What follows belongs to an exercise in optimizing a design on an open flow for small area, a short achievable clock period and few clock cycles per item; a production flow would make more cautious choices.
Only the layout flow was run in this run; the RTL was not checked for function there.

===== flow/design.v =====
module atang(
	input             clk,
	input             load,       
	input      [11:0] x,
	input      [11:0] y,
	output     [31:0] z,
	output            done        
    );
	reg  [32:0] xr;              
	reg  [34:0] rr;              
	reg  [31:0] zr;
	reg  [31:1] t;               
	reg  [16:0] oh;              
	reg         dn;              
	wire d = rr[34];             
	wire dx = ~dn;
	reg  [29:0] a;
	wire [29:0] anext = ({30{oh[0]}} & 30'h1C128E80) |
	                    ({30{oh[1]}} & 30'h0E400224) |
	                    ({30{oh[2]}} & 30'h0727154C) |
	                    ({30{oh[3]}} & 30'h03946F29) |
	                    ({30{oh[4]}} & 30'h01CA5435) |
	                    ({30{oh[5]}} & 30'h00E52D8D) |
	                    ({30{oh[6]}} & 30'h007296C6) |
	                    ({30{~t[7]}} & {1'b0, a[29:1]});
	wire [32:0] xmask;
	assign xmask[0] = 1'b0;
	assign xmask[1] = t[1];
	assign xmask[2] = t[2];
	assign xmask[3] = t[3];
	assign xmask[4] = t[4];
	assign xmask[5] = t[5];
	assign xmask[6] = t[6];
	assign xmask[7] = t[7];
	assign xmask[8] = t[8];
	assign xmask[9] = t[9];
	assign xmask[10] = t[10];
	assign xmask[11] = t[11];
	assign xmask[12] = t[12];
	assign xmask[13] = t[13];
	assign xmask[14] = t[14];
	assign xmask[15] = t[15];
	assign xmask[16] = t[16];
	assign xmask[17] = t[17];
	assign xmask[18] = t[18];
	assign xmask[19] = t[19];
	assign xmask[20] = t[20];
	assign xmask[21] = t[21];
	assign xmask[22] = t[22];
	assign xmask[23] = t[23];
	assign xmask[24] = t[24];
	assign xmask[25] = t[25];
	assign xmask[26] = t[26];
	assign xmask[27] = t[27];
	assign xmask[28] = t[28];
	assign xmask[29] = t[29];
	assign xmask[30] = t[30];
	assign xmask[32:31] = 2'b11;
	wire [32:0] xm = xr & xmask;
	wire [33:1] ru = rr[33:1] ^ {33{dx}};
	wire [32:0] yshd;
	assign yshd[0] = (oh[0] & ru[1]) | (oh[1] & ru[3]) | (oh[2] & ru[5]) | (oh[3] & ru[7]) | (oh[4] & ru[9]) | (oh[5] & ru[11]) | (oh[6] & ru[13]) | (oh[7] & ru[15]) | (oh[8] & ru[17]) | (oh[9] & ru[19]) | (oh[10] & ru[21]) | (oh[11] & ru[23]) | (oh[12] & ru[25]) | (oh[13] & ru[27]) | (oh[14] & ru[29]) | (oh[15] & ru[31]) | (oh[16] & ru[33]);
	assign yshd[1] = (oh[0] & ru[2]) | (oh[1] & ru[4]) | (oh[2] & ru[6]) | (oh[3] & ru[8]) | (oh[4] & ru[10]) | (oh[5] & ru[12]) | (oh[6] & ru[14]) | (oh[7] & ru[16]) | (oh[8] & ru[18]) | (oh[9] & ru[20]) | (oh[10] & ru[22]) | (oh[11] & ru[24]) | (oh[12] & ru[26]) | (oh[13] & ru[28]) | (oh[14] & ru[30]) | (oh[15] & ru[32]);
	assign yshd[2] = (oh[0] & ru[3]) | (oh[1] & ru[5]) | (oh[2] & ru[7]) | (oh[3] & ru[9]) | (oh[4] & ru[11]) | (oh[5] & ru[13]) | (oh[6] & ru[15]) | (oh[7] & ru[17]) | (oh[8] & ru[19]) | (oh[9] & ru[21]) | (oh[10] & ru[23]) | (oh[11] & ru[25]) | (oh[12] & ru[27]) | (oh[13] & ru[29]) | (oh[14] & ru[31]) | (oh[15] & ru[33]);
	assign yshd[3] = (oh[0] & ru[4]) | (oh[1] & ru[6]) | (oh[2] & ru[8]) | (oh[3] & ru[10]) | (oh[4] & ru[12]) | (oh[5] & ru[14]) | (oh[6] & ru[16]) | (oh[7] & ru[18]) | (oh[8] & ru[20]) | (oh[9] & ru[22]) | (oh[10] & ru[24]) | (oh[11] & ru[26]) | (oh[12] & ru[28]) | (oh[13] & ru[30]) | (oh[14] & ru[32]);
	assign yshd[4] = (oh[0] & ru[5]) | (oh[1] & ru[7]) | (oh[2] & ru[9]) | (oh[3] & ru[11]) | (oh[4] & ru[13]) | (oh[5] & ru[15]) | (oh[6] & ru[17]) | (oh[7] & ru[19]) | (oh[8] & ru[21]) | (oh[9] & ru[23]) | (oh[10] & ru[25]) | (oh[11] & ru[27]) | (oh[12] & ru[29]) | (oh[13] & ru[31]) | (oh[14] & ru[33]);
	assign yshd[5] = (oh[0] & ru[6]) | (oh[1] & ru[8]) | (oh[2] & ru[10]) | (oh[3] & ru[12]) | (oh[4] & ru[14]) | (oh[5] & ru[16]) | (oh[6] & ru[18]) | (oh[7] & ru[20]) | (oh[8] & ru[22]) | (oh[9] & ru[24]) | (oh[10] & ru[26]) | (oh[11] & ru[28]) | (oh[12] & ru[30]) | (oh[13] & ru[32]);
	assign yshd[6] = (oh[0] & ru[7]) | (oh[1] & ru[9]) | (oh[2] & ru[11]) | (oh[3] & ru[13]) | (oh[4] & ru[15]) | (oh[5] & ru[17]) | (oh[6] & ru[19]) | (oh[7] & ru[21]) | (oh[8] & ru[23]) | (oh[9] & ru[25]) | (oh[10] & ru[27]) | (oh[11] & ru[29]) | (oh[12] & ru[31]) | (oh[13] & ru[33]);
	assign yshd[7] = (oh[0] & ru[8]) | (oh[1] & ru[10]) | (oh[2] & ru[12]) | (oh[3] & ru[14]) | (oh[4] & ru[16]) | (oh[5] & ru[18]) | (oh[6] & ru[20]) | (oh[7] & ru[22]) | (oh[8] & ru[24]) | (oh[9] & ru[26]) | (oh[10] & ru[28]) | (oh[11] & ru[30]) | (oh[12] & ru[32]);
	assign yshd[8] = (oh[0] & ru[9]) | (oh[1] & ru[11]) | (oh[2] & ru[13]) | (oh[3] & ru[15]) | (oh[4] & ru[17]) | (oh[5] & ru[19]) | (oh[6] & ru[21]) | (oh[7] & ru[23]) | (oh[8] & ru[25]) | (oh[9] & ru[27]) | (oh[10] & ru[29]) | (oh[11] & ru[31]) | (oh[12] & ru[33]);
	assign yshd[9] = (oh[0] & ru[10]) | (oh[1] & ru[12]) | (oh[2] & ru[14]) | (oh[3] & ru[16]) | (oh[4] & ru[18]) | (oh[5] & ru[20]) | (oh[6] & ru[22]) | (oh[7] & ru[24]) | (oh[8] & ru[26]) | (oh[9] & ru[28]) | (oh[10] & ru[30]) | (oh[11] & ru[32]);
	assign yshd[10] = (oh[0] & ru[11]) | (oh[1] & ru[13]) | (oh[2] & ru[15]) | (oh[3] & ru[17]) | (oh[4] & ru[19]) | (oh[5] & ru[21]) | (oh[6] & ru[23]) | (oh[7] & ru[25]) | (oh[8] & ru[27]) | (oh[9] & ru[29]) | (oh[10] & ru[31]) | (oh[11] & ru[33]);
	assign yshd[11] = (oh[0] & ru[12]) | (oh[1] & ru[14]) | (oh[2] & ru[16]) | (oh[3] & ru[18]) | (oh[4] & ru[20]) | (oh[5] & ru[22]) | (oh[6] & ru[24]) | (oh[7] & ru[26]) | (oh[8] & ru[28]) | (oh[9] & ru[30]) | (oh[10] & ru[32]);
	assign yshd[12] = (oh[0] & ru[13]) | (oh[1] & ru[15]) | (oh[2] & ru[17]) | (oh[3] & ru[19]) | (oh[4] & ru[21]) | (oh[5] & ru[23]) | (oh[6] & ru[25]) | (oh[7] & ru[27]) | (oh[8] & ru[29]) | (oh[9] & ru[31]) | (oh[10] & ru[33]);
	assign yshd[13] = (oh[0] & ru[14]) | (oh[1] & ru[16]) | (oh[2] & ru[18]) | (oh[3] & ru[20]) | (oh[4] & ru[22]) | (oh[5] & ru[24]) | (oh[6] & ru[26]) | (oh[7] & ru[28]) | (oh[8] & ru[30]) | (oh[9] & ru[32]);
	assign yshd[14] = (oh[0] & ru[15]) | (oh[1] & ru[17]) | (oh[2] & ru[19]) | (oh[3] & ru[21]) | (oh[4] & ru[23]) | (oh[5] & ru[25]) | (oh[6] & ru[27]) | (oh[7] & ru[29]) | (oh[8] & ru[31]) | (oh[9] & ru[33]);
	assign yshd[15] = (oh[0] & ru[16]) | (oh[1] & ru[18]) | (oh[2] & ru[20]) | (oh[3] & ru[22]) | (oh[4] & ru[24]) | (oh[5] & ru[26]) | (oh[6] & ru[28]) | (oh[7] & ru[30]) | (oh[8] & ru[32]);
	assign yshd[16] = (oh[0] & ru[17]) | (oh[1] & ru[19]) | (oh[2] & ru[21]) | (oh[3] & ru[23]) | (oh[4] & ru[25]) | (oh[5] & ru[27]) | (oh[6] & ru[29]) | (oh[7] & ru[31]) | (oh[8] & ru[33]);
	assign yshd[17] = (oh[0] & ru[18]) | (oh[1] & ru[20]) | (oh[2] & ru[22]) | (oh[3] & ru[24]) | (oh[4] & ru[26]) | (oh[5] & ru[28]) | (oh[6] & ru[30]) | (oh[7] & ru[32]);
	assign yshd[18] = (oh[0] & ru[19]) | (oh[1] & ru[21]) | (oh[2] & ru[23]) | (oh[3] & ru[25]) | (oh[4] & ru[27]) | (oh[5] & ru[29]) | (oh[6] & ru[31]) | (oh[7] & ru[33]);
	assign yshd[19] = (oh[0] & ru[20]) | (oh[1] & ru[22]) | (oh[2] & ru[24]) | (oh[3] & ru[26]) | (oh[4] & ru[28]) | (oh[5] & ru[30]) | (oh[6] & ru[32]);
	assign yshd[20] = (oh[0] & ru[21]) | (oh[1] & ru[23]) | (oh[2] & ru[25]) | (oh[3] & ru[27]) | (oh[4] & ru[29]) | (oh[5] & ru[31]) | (oh[6] & ru[33]);
	assign yshd[21] = (oh[0] & ru[22]) | (oh[1] & ru[24]) | (oh[2] & ru[26]) | (oh[3] & ru[28]) | (oh[4] & ru[30]) | (oh[5] & ru[32]);
	assign yshd[22] = (oh[0] & ru[23]) | (oh[1] & ru[25]) | (oh[2] & ru[27]) | (oh[3] & ru[29]) | (oh[4] & ru[31]) | (oh[5] & ru[33]);
	assign yshd[23] = (oh[0] & ru[24]) | (oh[1] & ru[26]) | (oh[2] & ru[28]) | (oh[3] & ru[30]) | (oh[4] & ru[32]);
	assign yshd[24] = (oh[0] & ru[25]) | (oh[1] & ru[27]) | (oh[2] & ru[29]) | (oh[3] & ru[31]) | (oh[4] & ru[33]);
	assign yshd[25] = (oh[0] & ru[26]) | (oh[1] & ru[28]) | (oh[2] & ru[30]) | (oh[3] & ru[32]);
	assign yshd[26] = (oh[0] & ru[27]) | (oh[1] & ru[29]) | (oh[2] & ru[31]) | (oh[3] & ru[33]);
	assign yshd[27] = (oh[0] & ru[28]) | (oh[1] & ru[30]) | (oh[2] & ru[32]);
	assign yshd[28] = (oh[0] & ru[29]) | (oh[1] & ru[31]) | (oh[2] & ru[33]);
	assign yshd[29] = (oh[0] & ru[30]) | (oh[1] & ru[32]);
	assign yshd[30] = (oh[0] & ru[31]) | (oh[1] & ru[33]);
	assign yshd[31] = (oh[0] & ru[32]);
	assign yshd[32] = (oh[0] & ru[33]);
	wire [34:0] rnext;
	wire [32:0] xnext;
	wire [31:0] znext;
	add35 radd(.a({rr[33:0], 1'b0}), .b({2'b00, xm} ^ {35{~d}}), .ci(~d), .s(rnext));
	add33 xadd(.a(xr), .b(yshd), .ci(dx), .s(xnext));
	add32 zadd(.a(zr), .b({2'b00, a} ^ {32{dx}}), .ci(dx), .s(znext));
	wire [12:0] xy_sum, xy_dif;
	add13 sadd(.a({1'b0, x}), .b({1'b0, y}), .ci(1'b0), .s(xy_sum));
	add13 dadd(.a({1'b0, y}), .b(~{1'b0, x}), .ci(1'b1), .s(xy_dif));
	always @(posedge clk) begin
		t <= load ? 31'h7fffffff : {t[30:1], 1'b0};
		oh <= load ? 17'd1 : {oh[15:0], 1'b0};
		a <= load ? 30'h35214E63 : anext;
		dn <= load ? ~xy_dif[12] : ~rnext[34];
		if (load) begin
			xr <= {1'b0, xy_sum, 19'b0};
			rr <= {{3{xy_dif[12]}}, xy_dif, 19'b0};
			zr <= 32'h5A000000;
		end else begin
			xr <= xnext;
			rr <= rnext;
			zr <= znext;
		end
	end
	wire [14:0] zl = zr[14:0] ^ {15{dn}};
	assign done = ~|a[29:14] & (zl >= {a[13:0], 1'b0});
	assign z = zr;
endmodule
module add35(input [34:0] a, input [34:0] b, input ci, output [34:0] s);
	wire [34:0] p0 = a ^ b;
	wire [34:0] g0 = a & b;
	wire gc0 = g0[0] | (p0[0] & ci);
	wire gn1 = g0[1] | (p0[1] & gc0);
	wire gn2 = g0[3] | (p0[3] & g0[2]);
	wire pn2 = p0[3] & p0[2];
	wire gn3 = g0[5] | (p0[5] & g0[4]);
	wire pn3 = p0[5] & p0[4];
	wire gn4 = g0[7] | (p0[7] & g0[6]);
	wire pn4 = p0[7] & p0[6];
	wire gn5 = g0[9] | (p0[9] & g0[8]);
	wire pn5 = p0[9] & p0[8];
	wire gn6 = g0[11] | (p0[11] & g0[10]);
	wire pn6 = p0[11] & p0[10];
	wire gn7 = g0[13] | (p0[13] & g0[12]);
	wire pn7 = p0[13] & p0[12];
	wire gn8 = g0[15] | (p0[15] & g0[14]);
	wire pn8 = p0[15] & p0[14];
	wire gn9 = g0[17] | (p0[17] & g0[16]);
	wire pn9 = p0[17] & p0[16];
	wire gn10 = g0[19] | (p0[19] & g0[18]);
	wire pn10 = p0[19] & p0[18];
	wire gn11 = g0[21] | (p0[21] & g0[20]);
	wire pn11 = p0[21] & p0[20];
	wire gn12 = g0[23] | (p0[23] & g0[22]);
	wire pn12 = p0[23] & p0[22];
	wire gn13 = g0[25] | (p0[25] & g0[24]);
	wire pn13 = p0[25] & p0[24];
	wire gn14 = g0[27] | (p0[27] & g0[26]);
	wire pn14 = p0[27] & p0[26];
	wire gn15 = g0[29] | (p0[29] & g0[28]);
	wire pn15 = p0[29] & p0[28];
	wire gn16 = g0[31] | (p0[31] & g0[30]);
	wire pn16 = p0[31] & p0[30];
	wire gn17 = g0[33] | (p0[33] & g0[32]);
	wire pn17 = p0[33] & p0[32];
	wire gn18 = g0[2] | (p0[2] & gn1);
	wire gn19 = gn2 | (pn2 & gn1);
	wire gn20 = g0[6] | (p0[6] & gn3);
	wire pn20 = p0[6] & pn3;
	wire gn21 = gn4 | (pn4 & gn3);
	wire pn21 = pn4 & pn3;
	wire gn22 = g0[10] | (p0[10] & gn5);
	wire pn22 = p0[10] & pn5;
	wire gn23 = gn6 | (pn6 & gn5);
	wire pn23 = pn6 & pn5;
	wire gn24 = g0[14] | (p0[14] & gn7);
	wire pn24 = p0[14] & pn7;
	wire gn25 = gn8 | (pn8 & gn7);
	wire pn25 = pn8 & pn7;
	wire gn26 = g0[18] | (p0[18] & gn9);
	wire pn26 = p0[18] & pn9;
	wire gn27 = gn10 | (pn10 & gn9);
	wire pn27 = pn10 & pn9;
	wire gn28 = g0[22] | (p0[22] & gn11);
	wire pn28 = p0[22] & pn11;
	wire gn29 = gn12 | (pn12 & gn11);
	wire pn29 = pn12 & pn11;
	wire gn30 = g0[26] | (p0[26] & gn13);
	wire pn30 = p0[26] & pn13;
	wire gn31 = gn14 | (pn14 & gn13);
	wire pn31 = pn14 & pn13;
	wire gn32 = g0[30] | (p0[30] & gn15);
	wire pn32 = p0[30] & pn15;
	wire gn33 = gn16 | (pn16 & gn15);
	wire pn33 = pn16 & pn15;
	wire gn34 = g0[34] | (p0[34] & gn17);
	wire pn34 = p0[34] & pn17;
	wire gn35 = g0[4] | (p0[4] & gn19);
	wire gn36 = gn3 | (pn3 & gn19);
	wire gn37 = gn20 | (pn20 & gn19);
	wire gn38 = gn21 | (pn21 & gn19);
	wire gn39 = g0[12] | (p0[12] & gn23);
	wire pn39 = p0[12] & pn23;
	wire gn40 = gn7 | (pn7 & gn23);
	wire pn40 = pn7 & pn23;
	wire gn41 = gn24 | (pn24 & gn23);
	wire pn41 = pn24 & pn23;
	wire gn42 = gn25 | (pn25 & gn23);
	wire pn42 = pn25 & pn23;
	wire gn43 = g0[20] | (p0[20] & gn27);
	wire pn43 = p0[20] & pn27;
	wire gn44 = gn11 | (pn11 & gn27);
	wire pn44 = pn11 & pn27;
	wire gn45 = gn28 | (pn28 & gn27);
	wire pn45 = pn28 & pn27;
	wire gn46 = gn29 | (pn29 & gn27);
	wire pn46 = pn29 & pn27;
	wire gn47 = g0[28] | (p0[28] & gn31);
	wire pn47 = p0[28] & pn31;
	wire gn48 = gn15 | (pn15 & gn31);
	wire pn48 = pn15 & pn31;
	wire gn49 = gn32 | (pn32 & gn31);
	wire pn49 = pn32 & pn31;
	wire gn50 = gn33 | (pn33 & gn31);
	wire pn50 = pn33 & pn31;
	wire gn51 = g0[8] | (p0[8] & gn38);
	wire gn52 = gn5 | (pn5 & gn38);
	wire gn53 = gn22 | (pn22 & gn38);
	wire gn54 = gn23 | (pn23 & gn38);
	wire gn55 = gn39 | (pn39 & gn38);
	wire gn56 = gn40 | (pn40 & gn38);
	wire gn57 = gn41 | (pn41 & gn38);
	wire gn58 = gn42 | (pn42 & gn38);
	wire gn59 = g0[24] | (p0[24] & gn46);
	wire pn59 = p0[24] & pn46;
	wire gn60 = gn13 | (pn13 & gn46);
	wire pn60 = pn13 & pn46;
	wire gn61 = gn30 | (pn30 & gn46);
	wire pn61 = pn30 & pn46;
	wire gn62 = gn31 | (pn31 & gn46);
	wire pn62 = pn31 & pn46;
	wire gn63 = gn47 | (pn47 & gn46);
	wire pn63 = pn47 & pn46;
	wire gn64 = gn48 | (pn48 & gn46);
	wire pn64 = pn48 & pn46;
	wire gn65 = gn49 | (pn49 & gn46);
	wire pn65 = pn49 & pn46;
	wire gn66 = gn50 | (pn50 & gn46);
	wire pn66 = pn50 & pn46;
	wire gn67 = g0[16] | (p0[16] & gn58);
	wire gn68 = gn9 | (pn9 & gn58);
	wire gn69 = gn26 | (pn26 & gn58);
	wire gn70 = gn27 | (pn27 & gn58);
	wire gn71 = gn43 | (pn43 & gn58);
	wire gn72 = gn44 | (pn44 & gn58);
	wire gn73 = gn45 | (pn45 & gn58);
	wire gn74 = gn46 | (pn46 & gn58);
	wire gn75 = gn59 | (pn59 & gn58);
	wire gn76 = gn60 | (pn60 & gn58);
	wire gn77 = gn61 | (pn61 & gn58);
	wire gn78 = gn62 | (pn62 & gn58);
	wire gn79 = gn63 | (pn63 & gn58);
	wire gn80 = gn64 | (pn64 & gn58);
	wire gn81 = gn65 | (pn65 & gn58);
	wire gn82 = gn66 | (pn66 & gn58);
	wire gn83 = g0[32] | (p0[32] & gn82);
	wire gn84 = gn17 | (pn17 & gn82);
	wire gn85 = gn34 | (pn34 & gn82);
	wire [34:0] c;
	assign c[0] = ci;
	assign c[1] = gc0;
	assign c[2] = gn1;
	assign c[3] = gn18;
	assign c[4] = gn19;
	assign c[5] = gn35;
	assign c[6] = gn36;
	assign c[7] = gn37;
	assign c[8] = gn38;
	assign c[9] = gn51;
	assign c[10] = gn52;
	assign c[11] = gn53;
	assign c[12] = gn54;
	assign c[13] = gn55;
	assign c[14] = gn56;
	assign c[15] = gn57;
	assign c[16] = gn58;
	assign c[17] = gn67;
	assign c[18] = gn68;
	assign c[19] = gn69;
	assign c[20] = gn70;
	assign c[21] = gn71;
	assign c[22] = gn72;
	assign c[23] = gn73;
	assign c[24] = gn74;
	assign c[25] = gn75;
	assign c[26] = gn76;
	assign c[27] = gn77;
	assign c[28] = gn78;
	assign c[29] = gn79;
	assign c[30] = gn80;
	assign c[31] = gn81;
	assign c[32] = gn82;
	assign c[33] = gn83;
	assign c[34] = gn84;
	assign s = p0 ^ c;
endmodule
module add33(input [32:0] a, input [32:0] b, input ci, output [32:0] s);
	wire [32:0] p0 = a ^ b;
	wire [32:0] g0 = a & b;
	wire gc0 = g0[0] | (p0[0] & ci);
	wire gn1 = g0[1] | (p0[1] & gc0);
	wire gn2 = g0[3] | (p0[3] & g0[2]);
	wire pn2 = p0[3] & p0[2];
	wire gn3 = g0[5] | (p0[5] & g0[4]);
	wire pn3 = p0[5] & p0[4];
	wire gn4 = g0[7] | (p0[7] & g0[6]);
	wire pn4 = p0[7] & p0[6];
	wire gn5 = g0[9] | (p0[9] & g0[8]);
	wire pn5 = p0[9] & p0[8];
	wire gn6 = g0[11] | (p0[11] & g0[10]);
	wire pn6 = p0[11] & p0[10];
	wire gn7 = g0[13] | (p0[13] & g0[12]);
	wire pn7 = p0[13] & p0[12];
	wire gn8 = g0[15] | (p0[15] & g0[14]);
	wire pn8 = p0[15] & p0[14];
	wire gn9 = g0[17] | (p0[17] & g0[16]);
	wire pn9 = p0[17] & p0[16];
	wire gn10 = g0[19] | (p0[19] & g0[18]);
	wire pn10 = p0[19] & p0[18];
	wire gn11 = g0[21] | (p0[21] & g0[20]);
	wire pn11 = p0[21] & p0[20];
	wire gn12 = g0[23] | (p0[23] & g0[22]);
	wire pn12 = p0[23] & p0[22];
	wire gn13 = g0[25] | (p0[25] & g0[24]);
	wire pn13 = p0[25] & p0[24];
	wire gn14 = g0[27] | (p0[27] & g0[26]);
	wire pn14 = p0[27] & p0[26];
	wire gn15 = g0[29] | (p0[29] & g0[28]);
	wire pn15 = p0[29] & p0[28];
	wire gn16 = g0[31] | (p0[31] & g0[30]);
	wire pn16 = p0[31] & p0[30];
	wire gn17 = g0[2] | (p0[2] & gn1);
	wire gn18 = gn2 | (pn2 & gn1);
	wire gn19 = g0[6] | (p0[6] & gn3);
	wire pn19 = p0[6] & pn3;
	wire gn20 = gn4 | (pn4 & gn3);
	wire pn20 = pn4 & pn3;
	wire gn21 = g0[10] | (p0[10] & gn5);
	wire pn21 = p0[10] & pn5;
	wire gn22 = gn6 | (pn6 & gn5);
	wire pn22 = pn6 & pn5;
	wire gn23 = g0[14] | (p0[14] & gn7);
	wire pn23 = p0[14] & pn7;
	wire gn24 = gn8 | (pn8 & gn7);
	wire pn24 = pn8 & pn7;
	wire gn25 = g0[18] | (p0[18] & gn9);
	wire pn25 = p0[18] & pn9;
	wire gn26 = gn10 | (pn10 & gn9);
	wire pn26 = pn10 & pn9;
	wire gn27 = g0[22] | (p0[22] & gn11);
	wire pn27 = p0[22] & pn11;
	wire gn28 = gn12 | (pn12 & gn11);
	wire pn28 = pn12 & pn11;
	wire gn29 = g0[26] | (p0[26] & gn13);
	wire pn29 = p0[26] & pn13;
	wire gn30 = gn14 | (pn14 & gn13);
	wire pn30 = pn14 & pn13;
	wire gn31 = g0[30] | (p0[30] & gn15);
	wire pn31 = p0[30] & pn15;
	wire gn32 = gn16 | (pn16 & gn15);
	wire pn32 = pn16 & pn15;
	wire gn33 = g0[4] | (p0[4] & gn18);
	wire gn34 = gn3 | (pn3 & gn18);
	wire gn35 = gn19 | (pn19 & gn18);
	wire gn36 = gn20 | (pn20 & gn18);
	wire gn37 = g0[12] | (p0[12] & gn22);
	wire pn37 = p0[12] & pn22;
	wire gn38 = gn7 | (pn7 & gn22);
	wire pn38 = pn7 & pn22;
	wire gn39 = gn23 | (pn23 & gn22);
	wire pn39 = pn23 & pn22;
	wire gn40 = gn24 | (pn24 & gn22);
	wire pn40 = pn24 & pn22;
	wire gn41 = g0[20] | (p0[20] & gn26);
	wire pn41 = p0[20] & pn26;
	wire gn42 = gn11 | (pn11 & gn26);
	wire pn42 = pn11 & pn26;
	wire gn43 = gn27 | (pn27 & gn26);
	wire pn43 = pn27 & pn26;
	wire gn44 = gn28 | (pn28 & gn26);
	wire pn44 = pn28 & pn26;
	wire gn45 = g0[28] | (p0[28] & gn30);
	wire pn45 = p0[28] & pn30;
	wire gn46 = gn15 | (pn15 & gn30);
	wire pn46 = pn15 & pn30;
	wire gn47 = gn31 | (pn31 & gn30);
	wire pn47 = pn31 & pn30;
	wire gn48 = gn32 | (pn32 & gn30);
	wire pn48 = pn32 & pn30;
	wire gn49 = g0[8] | (p0[8] & gn36);
	wire gn50 = gn5 | (pn5 & gn36);
	wire gn51 = gn21 | (pn21 & gn36);
	wire gn52 = gn22 | (pn22 & gn36);
	wire gn53 = gn37 | (pn37 & gn36);
	wire gn54 = gn38 | (pn38 & gn36);
	wire gn55 = gn39 | (pn39 & gn36);
	wire gn56 = gn40 | (pn40 & gn36);
	wire gn57 = g0[24] | (p0[24] & gn44);
	wire pn57 = p0[24] & pn44;
	wire gn58 = gn13 | (pn13 & gn44);
	wire pn58 = pn13 & pn44;
	wire gn59 = gn29 | (pn29 & gn44);
	wire pn59 = pn29 & pn44;
	wire gn60 = gn30 | (pn30 & gn44);
	wire pn60 = pn30 & pn44;
	wire gn61 = gn45 | (pn45 & gn44);
	wire pn61 = pn45 & pn44;
	wire gn62 = gn46 | (pn46 & gn44);
	wire pn62 = pn46 & pn44;
	wire gn63 = gn47 | (pn47 & gn44);
	wire pn63 = pn47 & pn44;
	wire gn64 = gn48 | (pn48 & gn44);
	wire pn64 = pn48 & pn44;
	wire gn65 = g0[16] | (p0[16] & gn56);
	wire gn66 = gn9 | (pn9 & gn56);
	wire gn67 = gn25 | (pn25 & gn56);
	wire gn68 = gn26 | (pn26 & gn56);
	wire gn69 = gn41 | (pn41 & gn56);
	wire gn70 = gn42 | (pn42 & gn56);
	wire gn71 = gn43 | (pn43 & gn56);
	wire gn72 = gn44 | (pn44 & gn56);
	wire gn73 = gn57 | (pn57 & gn56);
	wire gn74 = gn58 | (pn58 & gn56);
	wire gn75 = gn59 | (pn59 & gn56);
	wire gn76 = gn60 | (pn60 & gn56);
	wire gn77 = gn61 | (pn61 & gn56);
	wire gn78 = gn62 | (pn62 & gn56);
	wire gn79 = gn63 | (pn63 & gn56);
	wire gn80 = gn64 | (pn64 & gn56);
	wire gn81 = g0[32] | (p0[32] & gn80);
	wire [32:0] c;
	assign c[0] = ci;
	assign c[1] = gc0;
	assign c[2] = gn1;
	assign c[3] = gn17;
	assign c[4] = gn18;
	assign c[5] = gn33;
	assign c[6] = gn34;
	assign c[7] = gn35;
	assign c[8] = gn36;
	assign c[9] = gn49;
	assign c[10] = gn50;
	assign c[11] = gn51;
	assign c[12] = gn52;
	assign c[13] = gn53;
	assign c[14] = gn54;
	assign c[15] = gn55;
	assign c[16] = gn56;
	assign c[17] = gn65;
	assign c[18] = gn66;
	assign c[19] = gn67;
	assign c[20] = gn68;
	assign c[21] = gn69;
	assign c[22] = gn70;
	assign c[23] = gn71;
	assign c[24] = gn72;
	assign c[25] = gn73;
	assign c[26] = gn74;
	assign c[27] = gn75;
	assign c[28] = gn76;
	assign c[29] = gn77;
	assign c[30] = gn78;
	assign c[31] = gn79;
	assign c[32] = gn80;
	assign s = p0 ^ c;
endmodule
module add32(input [31:0] a, input [31:0] b, input ci, output [31:0] s);
	wire [31:0] p0 = a ^ b;
	wire [31:0] g0 = a & b;
	wire gc0 = g0[0] | (p0[0] & ci);
	wire gn1 = g0[1] | (p0[1] & gc0);
	wire gn2 = g0[3] | (p0[3] & g0[2]);
	wire pn2 = p0[3] & p0[2];
	wire gn3 = g0[5] | (p0[5] & g0[4]);
	wire pn3 = p0[5] & p0[4];
	wire gn4 = g0[7] | (p0[7] & g0[6]);
	wire pn4 = p0[7] & p0[6];
	wire gn5 = g0[9] | (p0[9] & g0[8]);
	wire pn5 = p0[9] & p0[8];
	wire gn6 = g0[11] | (p0[11] & g0[10]);
	wire pn6 = p0[11] & p0[10];
	wire gn7 = g0[13] | (p0[13] & g0[12]);
	wire pn7 = p0[13] & p0[12];
	wire gn8 = g0[15] | (p0[15] & g0[14]);
	wire pn8 = p0[15] & p0[14];
	wire gn9 = g0[17] | (p0[17] & g0[16]);
	wire pn9 = p0[17] & p0[16];
	wire gn10 = g0[19] | (p0[19] & g0[18]);
	wire pn10 = p0[19] & p0[18];
	wire gn11 = g0[21] | (p0[21] & g0[20]);
	wire pn11 = p0[21] & p0[20];
	wire gn12 = g0[23] | (p0[23] & g0[22]);
	wire pn12 = p0[23] & p0[22];
	wire gn13 = g0[25] | (p0[25] & g0[24]);
	wire pn13 = p0[25] & p0[24];
	wire gn14 = g0[27] | (p0[27] & g0[26]);
	wire pn14 = p0[27] & p0[26];
	wire gn15 = g0[29] | (p0[29] & g0[28]);
	wire pn15 = p0[29] & p0[28];
	wire gn16 = g0[31] | (p0[31] & g0[30]);
	wire pn16 = p0[31] & p0[30];
	wire gn17 = g0[2] | (p0[2] & gn1);
	wire gn18 = gn2 | (pn2 & gn1);
	wire gn19 = g0[6] | (p0[6] & gn3);
	wire pn19 = p0[6] & pn3;
	wire gn20 = gn4 | (pn4 & gn3);
	wire pn20 = pn4 & pn3;
	wire gn21 = g0[10] | (p0[10] & gn5);
	wire pn21 = p0[10] & pn5;
	wire gn22 = gn6 | (pn6 & gn5);
	wire pn22 = pn6 & pn5;
	wire gn23 = g0[14] | (p0[14] & gn7);
	wire pn23 = p0[14] & pn7;
	wire gn24 = gn8 | (pn8 & gn7);
	wire pn24 = pn8 & pn7;
	wire gn25 = g0[18] | (p0[18] & gn9);
	wire pn25 = p0[18] & pn9;
	wire gn26 = gn10 | (pn10 & gn9);
	wire pn26 = pn10 & pn9;
	wire gn27 = g0[22] | (p0[22] & gn11);
	wire pn27 = p0[22] & pn11;
	wire gn28 = gn12 | (pn12 & gn11);
	wire pn28 = pn12 & pn11;
	wire gn29 = g0[26] | (p0[26] & gn13);
	wire pn29 = p0[26] & pn13;
	wire gn30 = gn14 | (pn14 & gn13);
	wire pn30 = pn14 & pn13;
	wire gn31 = g0[30] | (p0[30] & gn15);
	wire pn31 = p0[30] & pn15;
	wire gn32 = gn16 | (pn16 & gn15);
	wire pn32 = pn16 & pn15;
	wire gn33 = g0[4] | (p0[4] & gn18);
	wire gn34 = gn3 | (pn3 & gn18);
	wire gn35 = gn19 | (pn19 & gn18);
	wire gn36 = gn20 | (pn20 & gn18);
	wire gn37 = g0[12] | (p0[12] & gn22);
	wire pn37 = p0[12] & pn22;
	wire gn38 = gn7 | (pn7 & gn22);
	wire pn38 = pn7 & pn22;
	wire gn39 = gn23 | (pn23 & gn22);
	wire pn39 = pn23 & pn22;
	wire gn40 = gn24 | (pn24 & gn22);
	wire pn40 = pn24 & pn22;
	wire gn41 = g0[20] | (p0[20] & gn26);
	wire pn41 = p0[20] & pn26;
	wire gn42 = gn11 | (pn11 & gn26);
	wire pn42 = pn11 & pn26;
	wire gn43 = gn27 | (pn27 & gn26);
	wire pn43 = pn27 & pn26;
	wire gn44 = gn28 | (pn28 & gn26);
	wire pn44 = pn28 & pn26;
	wire gn45 = g0[28] | (p0[28] & gn30);
	wire pn45 = p0[28] & pn30;
	wire gn46 = gn15 | (pn15 & gn30);
	wire pn46 = pn15 & pn30;
	wire gn47 = gn31 | (pn31 & gn30);
	wire pn47 = pn31 & pn30;
	wire gn48 = gn32 | (pn32 & gn30);
	wire pn48 = pn32 & pn30;
	wire gn49 = g0[8] | (p0[8] & gn36);
	wire gn50 = gn5 | (pn5 & gn36);
	wire gn51 = gn21 | (pn21 & gn36);
	wire gn52 = gn22 | (pn22 & gn36);
	wire gn53 = gn37 | (pn37 & gn36);
	wire gn54 = gn38 | (pn38 & gn36);
	wire gn55 = gn39 | (pn39 & gn36);
	wire gn56 = gn40 | (pn40 & gn36);
	wire gn57 = g0[24] | (p0[24] & gn44);
	wire pn57 = p0[24] & pn44;
	wire gn58 = gn13 | (pn13 & gn44);
	wire pn58 = pn13 & pn44;
	wire gn59 = gn29 | (pn29 & gn44);
	wire pn59 = pn29 & pn44;
	wire gn60 = gn30 | (pn30 & gn44);
	wire pn60 = pn30 & pn44;
	wire gn61 = gn45 | (pn45 & gn44);
	wire pn61 = pn45 & pn44;
	wire gn62 = gn46 | (pn46 & gn44);
	wire pn62 = pn46 & pn44;
	wire gn63 = gn47 | (pn47 & gn44);
	wire pn63 = pn47 & pn44;
	wire gn64 = gn48 | (pn48 & gn44);
	wire pn64 = pn48 & pn44;
	wire gn65 = g0[16] | (p0[16] & gn56);
	wire gn66 = gn9 | (pn9 & gn56);
	wire gn67 = gn25 | (pn25 & gn56);
	wire gn68 = gn26 | (pn26 & gn56);
	wire gn69 = gn41 | (pn41 & gn56);
	wire gn70 = gn42 | (pn42 & gn56);
	wire gn71 = gn43 | (pn43 & gn56);
	wire gn72 = gn44 | (pn44 & gn56);
	wire gn73 = gn57 | (pn57 & gn56);
	wire gn74 = gn58 | (pn58 & gn56);
	wire gn75 = gn59 | (pn59 & gn56);
	wire gn76 = gn60 | (pn60 & gn56);
	wire gn77 = gn61 | (pn61 & gn56);
	wire gn78 = gn62 | (pn62 & gn56);
	wire gn79 = gn63 | (pn63 & gn56);
	wire gn80 = gn64 | (pn64 & gn56);
	wire [31:0] c;
	assign c[0] = ci;
	assign c[1] = gc0;
	assign c[2] = gn1;
	assign c[3] = gn17;
	assign c[4] = gn18;
	assign c[5] = gn33;
	assign c[6] = gn34;
	assign c[7] = gn35;
	assign c[8] = gn36;
	assign c[9] = gn49;
	assign c[10] = gn50;
	assign c[11] = gn51;
	assign c[12] = gn52;
	assign c[13] = gn53;
	assign c[14] = gn54;
	assign c[15] = gn55;
	assign c[16] = gn56;
	assign c[17] = gn65;
	assign c[18] = gn66;
	assign c[19] = gn67;
	assign c[20] = gn68;
	assign c[21] = gn69;
	assign c[22] = gn70;
	assign c[23] = gn71;
	assign c[24] = gn72;
	assign c[25] = gn73;
	assign c[26] = gn74;
	assign c[27] = gn75;
	assign c[28] = gn76;
	assign c[29] = gn77;
	assign c[30] = gn78;
	assign c[31] = gn79;
	assign s = p0 ^ c;
endmodule
module add13(input [12:0] a, input [12:0] b, input ci, output [12:0] s);
	wire [12:0] p0 = a ^ b;
	wire [12:0] g0 = a & b;
	wire gc0 = g0[0] | (p0[0] & ci);
	wire gn1 = g0[1] | (p0[1] & gc0);
	wire gn2 = g0[3] | (p0[3] & g0[2]);
	wire pn2 = p0[3] & p0[2];
	wire gn3 = g0[5] | (p0[5] & g0[4]);
	wire pn3 = p0[5] & p0[4];
	wire gn4 = g0[7] | (p0[7] & g0[6]);
	wire pn4 = p0[7] & p0[6];
	wire gn5 = g0[9] | (p0[9] & g0[8]);
	wire pn5 = p0[9] & p0[8];
	wire gn6 = g0[11] | (p0[11] & g0[10]);
	wire pn6 = p0[11] & p0[10];
	wire gn7 = g0[2] | (p0[2] & gn1);
	wire gn8 = gn2 | (pn2 & gn1);
	wire gn9 = g0[6] | (p0[6] & gn3);
	wire pn9 = p0[6] & pn3;
	wire gn10 = gn4 | (pn4 & gn3);
	wire pn10 = pn4 & pn3;
	wire gn11 = g0[10] | (p0[10] & gn5);
	wire pn11 = p0[10] & pn5;
	wire gn12 = gn6 | (pn6 & gn5);
	wire pn12 = pn6 & pn5;
	wire gn13 = g0[4] | (p0[4] & gn8);
	wire gn14 = gn3 | (pn3 & gn8);
	wire gn15 = gn9 | (pn9 & gn8);
	wire gn16 = gn10 | (pn10 & gn8);
	wire gn17 = g0[12] | (p0[12] & gn12);
	wire pn17 = p0[12] & pn12;
	wire gn18 = g0[8] | (p0[8] & gn16);
	wire gn19 = gn5 | (pn5 & gn16);
	wire gn20 = gn11 | (pn11 & gn16);
	wire gn21 = gn12 | (pn12 & gn16);
	wire gn22 = gn17 | (pn17 & gn16);
	wire [12:0] c;
	assign c[0] = ci;
	assign c[1] = gc0;
	assign c[2] = gn1;
	assign c[3] = gn7;
	assign c[4] = gn8;
	assign c[5] = gn13;
	assign c[6] = gn14;
	assign c[7] = gn15;
	assign c[8] = gn16;
	assign c[9] = gn18;
	assign c[10] = gn19;
	assign c[11] = gn20;
	assign c[12] = gn21;
	assign s = p0 ^ c;
endmodule
module conv_dec_ascii(
	input  [16:0] d_in,
	output [20:0] digits     
    );
	wire [6:0] i = d_in[16:10];
	wire [9:0] f = d_in[9:0];
	wire [13:0] m1 = {1'b0, f, 3'b0} + {3'b0, f, 1'b0};
	wire [13:0] m2 = {1'b0, m1[9:0], 3'b0} + {3'b0, m1[9:0], 1'b0};
	wire [13:0] m3 = {1'b0, m2[9:0], 3'b0} + {3'b0, m2[9:0], 1'b0};
	wire [3:0] qh = m1[13:10];
	wire [3:0] qt = m2[13:10];
	wire [3:0] qo = m3[13:10];
	wire [3:0] it = (i >= 7'd120) ? 4'd12 : (i >= 7'd110) ? 4'd11 : (i >= 7'd100) ? 4'd10 :
	                (i >= 7'd90) ? 4'd9 : (i >= 7'd80) ? 4'd8 : (i >= 7'd70) ? 4'd7 :
	                (i >= 7'd60) ? 4'd6 : (i >= 7'd50) ? 4'd5 : (i >= 7'd40) ? 4'd4 :
	                (i >= 7'd30) ? 4'd3 : (i >= 7'd20) ? 4'd2 : (i >= 7'd10) ? 4'd1 : 4'd0;
	wire [6:0] io = i - {it, 3'b0} - {2'b0, it, 1'b0};
	wire       ih = it[3] & (it[2] | it[1]);
	wire [8:0] ti = {ih, ih ? it - 4'd10 : it, io[3:0]};
	assign digits = {ti, qh, qt, qo};
endmodule
module CRC(
	input  [20:0] digits,    
	output [7:0]  crc
    );
	function [7:0] crc8;
		input [47:0] m;
		integer k;
		reg [7:0] c;
		reg fb;
		begin
			c = 8'h80;
			for (k = 47; k >= 0; k = k - 1) begin
				fb = c[7] ^ m[k];
				c = {c[6:0], 1'b0} ^ (fb ? 8'h31 : 8'h00);
			end
			crc8 = c;
		end
	endfunction
	wire [47:0] text = {7'b0011000, digits[20], 4'h3, digits[19:16], 4'h3, digits[15:12],
	                    4'h3, digits[11:8], 4'h3, digits[7:4], 4'h3, digits[3:0]};
	assign crc = crc8(text);
endmodule
module angle_frame(
	input clk,
	input rst,
	input start,
	input [11:0] x,
	input [11:0] y,
	output [55:0] frame,
	output frame_valid
    );
	reg        busy;
	reg        valid;
	reg  [20:0] dig;
	reg  [7:0]  crc_hi;          
	wire [31:0] z;
	wire [20:0] dig_next;
	wire [7:0]  crc_hi_next, crc_lo, crc_0;
	wire        done;
	atang Arctg_alg(.clk(clk), .load(start), .x(x), .y(y), .z(z), .done(done));
	conv_dec_ascii Conversie(.d_in(z[31:15]), .digits(dig_next));
	CRC crc_a(.digits({dig_next[20:4], 4'd0}), .crc(crc_hi_next));
	CRC crc_b(.digits({17'd0, dig[3:0]}), .crc(crc_lo));
	CRC crc_c(.digits(21'd0), .crc(crc_0));
	wire last = done;
	always @(posedge clk) begin
		dig <= dig_next;
		crc_hi <= crc_hi_next;
		if (rst) begin
			busy  <= 1'b0;
			valid <= 1'b0;
		end else begin
			busy  <= start | (busy & ~last);
			valid <= busy & last;
		end
	end
	assign frame = {7'b0011000, dig[20], 4'h3, dig[19:16], 4'h3, dig[15:12],
	                4'h3, dig[11:8], 4'h3, dig[7:4], 4'h3, dig[3:0],
	                crc_hi ^ crc_lo ^ crc_0};
	assign frame_valid = valid;
endmodule

===== flow/flow/run.sh =====
#!/bin/bash
# Layout flow: the standard synthesis, then the combinational logic
# (everything but the flip-flops, which keep their names and cells) is
# re-mapped by ABC with an area-recovering script; then the standard
# layout from the netlist, with sky130_fd_sc_hd__buf_2 port buffers.
# Every tool's output goes to a log file in this folder.
set -euo pipefail
bash standard.sh synth > flow_synth.log 2>&1
R=orfs/results/sky130hd/angle_frame/base
cp $R/1_2_yosys.v $R/1_2_yosys_standard.v
LIB=$FLOW_HOME/platforms/sky130hd/lib/sky130_fd_sc_hd__tt_025C_1v80.lib
sed -e "s#@IN@#$R/1_2_yosys_standard.v#" -e "s#@OUT@#$R/1_2_yosys.v#" \
    -e "s#@LIB@#$LIB#g" -e "s#@ABC@#flow/resynth.abc#" flow/resynth.ys > resynth.ys
yosys -l yosys_resynth.log -q resynth.ys > /dev/null 2>&1
bash standard.sh BUFFER_PORTS_ARGS="-buffer_cell sky130_fd_sc_hd__buf_2" finish > flow_finish.log 2>&1

===== flow/flow/resynth.abc =====
strash
dch
map -B 0.2
topo
stime -c
upsize -c
dnsize -c

===== flow/flow/resynth.ys =====
read_liberty -overwrite -ignore_miss_func @LIB@
read_verilog -overwrite @IN@
hierarchy -top angle_frame
setattr -mod -set keep_hierarchy 1 sky130_fd_sc_hd__df*
flatten
opt_clean
abc -script @ABC@ -liberty @LIB@ -dont_use sky130_fd_sc_hd__lpflow_bleeder_1 -dont_use sky130_fd_sc_hd__lpflow_clkbufkapwr_1 -dont_use sky130_fd_sc_hd__lpflow_clkbufkapwr_16 -dont_use sky130_fd_sc_hd__lpflow_clkbufkapwr_2 -dont_use sky130_fd_sc_hd__lpflow_clkbufkapwr_4 -dont_use sky130_fd_sc_hd__lpflow_clkbufkapwr_8 -dont_use sky130_fd_sc_hd__lpflow_clkinvkapwr_1 -dont_use sky130_fd_sc_hd__lpflow_clkinvkapwr_16 -dont_use sky130_fd_sc_hd__lpflow_clkinvkapwr_2 -dont_use sky130_fd_sc_hd__lpflow_clkinvkapwr_4 -dont_use sky130_fd_sc_hd__lpflow_clkinvkapwr_8 -dont_use sky130_fd_sc_hd__lpflow_decapkapwr_12 -dont_use sky130_fd_sc_hd__lpflow_decapkapwr_3 -dont_use sky130_fd_sc_hd__lpflow_decapkapwr_4 -dont_use sky130_fd_sc_hd__lpflow_decapkapwr_6 -dont_use sky130_fd_sc_hd__lpflow_decapkapwr_8 -dont_use sky130_fd_sc_hd__lpflow_inputiso0n_1 -dont_use sky130_fd_sc_hd__lpflow_inputiso0p_1 -dont_use sky130_fd_sc_hd__lpflow_inputiso1n_1 -dont_use sky130_fd_sc_hd__lpflow_inputiso1p_1 -dont_use sky130_fd_sc_hd__lpflow_inputisolatch_1 -dont_use sky130_fd_sc_hd__lpflow_isobufsrc_1 -dont_use sky130_fd_sc_hd__lpflow_isobufsrc_16 -dont_use sky130_fd_sc_hd__lpflow_isobufsrc_2 -dont_use sky130_fd_sc_hd__lpflow_isobufsrc_4 -dont_use sky130_fd_sc_hd__lpflow_isobufsrc_8 -dont_use sky130_fd_sc_hd__lpflow_isobufsrckapwr_16 -dont_use sky130_fd_sc_hd__lpflow_lsbuf_lh_hl_isowell_tap_1 -dont_use sky130_fd_sc_hd__lpflow_lsbuf_lh_hl_isowell_tap_2 -dont_use sky130_fd_sc_hd__lpflow_lsbuf_lh_hl_isowell_tap_4 -dont_use sky130_fd_sc_hd__lpflow_lsbuf_lh_isowell_4 -dont_use sky130_fd_sc_hd__lpflow_lsbuf_lh_isowell_tap_1 -dont_use sky130_fd_sc_hd__lpflow_lsbuf_lh_isowell_tap_2 -dont_use sky130_fd_sc_hd__lpflow_lsbuf_lh_isowell_tap_4 -dont_use sky130_fd_sc_hd__probe_p_8 -dont_use sky130_fd_sc_hd__probec_p_8 
opt_clean -purge
hilomap -singleton -hicell sky130_fd_sc_hd__conb_1 HI -locell sky130_fd_sc_hd__conb_1 LO
setundef -zero
splitnets
opt_clean -purge
stat -liberty @LIB@
delete =sky130_fd_sc_hd__*
write_verilog -noattr -noexpr -nohex -nodec @OUT@

===== flow/standard.sh =====
#!/bin/bash
# synth_recipe.tcl (not shown) runs the flow's synth.tcl, then flattens the netlist and writes it again
# the make line also repeats each setting of config.mk as NAME=value (left out here)
make -C /OpenROAD-flow-scripts/flow DESIGN_CONFIG=/design/flow/config.mk WORK_HOME=/design/flow/orfs CLKGATE_MAP_FILE= SYNTH_SCRIPT=/design/flow/synth_recipe.tcl "${@:-finish}"

===== flow/config.mk =====
export PLATFORM = sky130hd
export DESIGN_NAME = angle_frame
export DESIGN_NICKNAME = angle_frame
export VERILOG_FILES = /design/flow/design.v
export SDC_FILE = /design/flow/constraint.sdc
export NUM_CORES = 8
export LEC_CHECK = 0
export CAP_MARGIN = 20
export CORE_MARGIN = 2
export CORE_UTILIZATION = 40
export CTS_BUF_LIST = sky130_fd_sc_hd__clkbuf_16
export CTS_CLUSTER_DIAMETER = 80
export CTS_CLUSTER_SIZE = 24
export SETUP_SLACK_MARGIN = 4.7
export SLEW_MARGIN = 20
export SYNTH_MEMORY_MAX_BITS = 65536

===== flow/constraint.sdc =====
create_clock -name core_clock -period 8.0 [get_ports {clk}]
set_input_delay 1.6000 -clock core_clock [delete_from_list [all_inputs] [get_ports {clk}]]
set_output_delay 1.6000 -clock core_clock [all_outputs]
set_load 0.01 [all_outputs]

==> run summary <==
status finished clean; hold_buf cts 0; Final ANT Viol Nets 0; DRC errors left 0; Synth Warn # 3; drt wl/cell 19.1 microns; initial core utilization 0.405; most frequent cells in the layout nand2_1, nor2_1, clkinv_1; CP Launch Point y[1]; Clock Root Buffer clkbuf_16; total CTS buffers 17; Final Net Count 2772; first-pass GRT wire length 97.0 mm; CP Data Arrival Time 3.90 ns; skew final 0.0219 ns; DP Area 17700 sq um; full die area 42800 sq um; Syn Inst Count 2509; CP top delay family buffers and inverters; Place WS 3.67 ns; final-report max-slew violation count 0; Mapped Avg Cell Area 6.57 sq um; core footprint 40700 sq um; clock period minus worst slack 3.51 ns; Worst Path Buf+Inv 13; via count 19200; RSZ-0062 raised after global routing yes; most used cell, CP buf_4; fmax 285 MHz; max incr delay on CP 0.16 ns; Setup crit start kind input pin; Worst-Skew Late Latency 0.54 ns; GRT Resource Usage Total 0.275; Tcrit/Tclk final 0.439; fin util 0.510; DP Cell Count 3135; count of input and output buffers 56; layout cells sized above 1 0.245; Num Clock Sinks 207; clk buf depth 3; kind of critical path in -> reg; Setup violations, final 0; crit-path cells buf_12 -> clkinv_8 -> nand2_4 -> a21oi_4 -> a21oi_2 -> nand2_2 -> o21ai_2 -> nand2_2 -> o21ai_2 -> buf_4 -> buf_4 -> buf_4 -> buf_4 -> buf_4 -> buf_4 -> buf_4 -> buf_4 -> buf_4 -> buf_4 -> buf_4 -> nor2_4 -> o22ai_2; Detailed Routing Iterations Pass 1 7; placed wire-length estimate after detailed placement 40.9 mm; CP max-delay cell a21oi_4; max-cap violations 0; Die H 207 microns; Setup TNS 0 ns; fillers 4041; total gr overflow 0; Worst R2R Start Arctg_alg.oh[4]$_SDFF_PP0_; Placement Rows 74; H-tree depth 1; routability cong. 0.985; most common cell after layout, fill and taps aside nand2_1; largest net degree at the start of global routing 53; Vias/cell 5.85; IO Count 84; antenna violations before repair 0; Netlist Area Pre-Place 16500 sq um; final hold vios 0; Fin Hold WS 0.439 ns; crit-path max FO 3; CTS tree yes; Final Instance Area 20800 sq um; Clock transition at path regs 0.08 ns; setup ws final 4.49 ns; Area Overhead vs Synth 26.1%; Hold Startpoint Arctg_alg.t[29]$_SDFF_PP1_; Post-Layout Cell Count 3288; CP required 8.39 ns; max_slew headroom 0.547; drt total wl 62.8 mm; actual slew at the worst max-slew pin 0.680 ns; vias in the first global route 18100; Worst Setup End Kind register; hold crit path type reg -> reg; Die W 207 microns; DRT iter0 DRCs 1935
## sequential cells by signal (all words and copies together) (netlist names)
register and flops:
dig 21, Arctg_alg.xr 33, Arctg_alg.rr 34, crc_hi 8, Arctg_alg.dn 1, Arctg_alg.zr 32
busy 1, valid 1, Arctg_alg.t 30, Arctg_alg.oh 16, Arctg_alg.a 30
## worst paths after layout
path	endpoint	slack (ns)	depth (start not counted)
setup / recovery	Arctg_alg.rr[24]$_DFF_P_	4.49	22
hold / removal	Arctg_alg.t[30]$_SDFF_PP1_	0.44	1
setup reg to reg	Arctg_alg.xr[22]$_DFF_P_	4.65	20
hold reg to reg	Arctg_alg.t[30]$_SDFF_PP1_	0.44	1
## worst reg2reg max path, delay by kind of cell, from the launching register on
| kind | cells | cell delay (ns) |
|---|---|---|
| buffers and inverters | 2 | 0.36 |
| AND/OR/NAND/NOR | 10 | 1.11 |
| flip-flops | 1 | 0.32 |
| AO/OA/AOI/OAI | 8 | 1.47 |
## routing by layer
layer  routed length, microns  track usage  vias to the layer above
met5                        0            0                        -
met4                     4180        0.135                        0
met3                     5290       0.0522                      305
met2                    29000        0.472                      934
met1                    24300        0.329                     8849
li1                         -            -                     9132
## cell type report
class                           instances  area, sq um  share of cell area
Antenna cell                            1         2.50            0.000120
Tap cell                              532          666              0.0320
Inverter                              322         1440              0.0691
Clock inverter                         12          146             0.00704
Clock buffer                           17          425              0.0205
Timing Repair inverter                  2         41.3             0.00199
Sequential cell                       207         4290               0.206
Multi-Input combinational cell       2004        12100               0.581
Timing Repair Buffer                  191         1700              0.0819
## timing repair
item	4_1_cts	5_1_grt
endpoints found under the setup margin	74	63
cloned	5	2
pin swaps	26	88
resized for setup	107	277
buffers inserted	56	60

[afterwards: timing with drivers on the ports]
Ports are ideal in the flow. The routed layout listed here was re-timed in OpenROAD. Step 1 assumes that a clkbuf_16 drives the clock port and a buf_2 every other input. Step 2 also shifts input and output timing later by t, the mid clock arrival at the registers, as if the neighbouring blocks saw the same clock. Slacks: ideal ports / drivers / drivers and shift; pairs: ideal ports / drivers.
t, ns: 0.581
slack for setup (ns): 4.487 / 4.496 / 3.916
slew at the worst register clock pin (ns): 0.09 / 0.09
After both steps this run still meets setup and hold. The setup slack of this run moves by +0.009 ns with the drivers and by -0.571 ns with both steps.
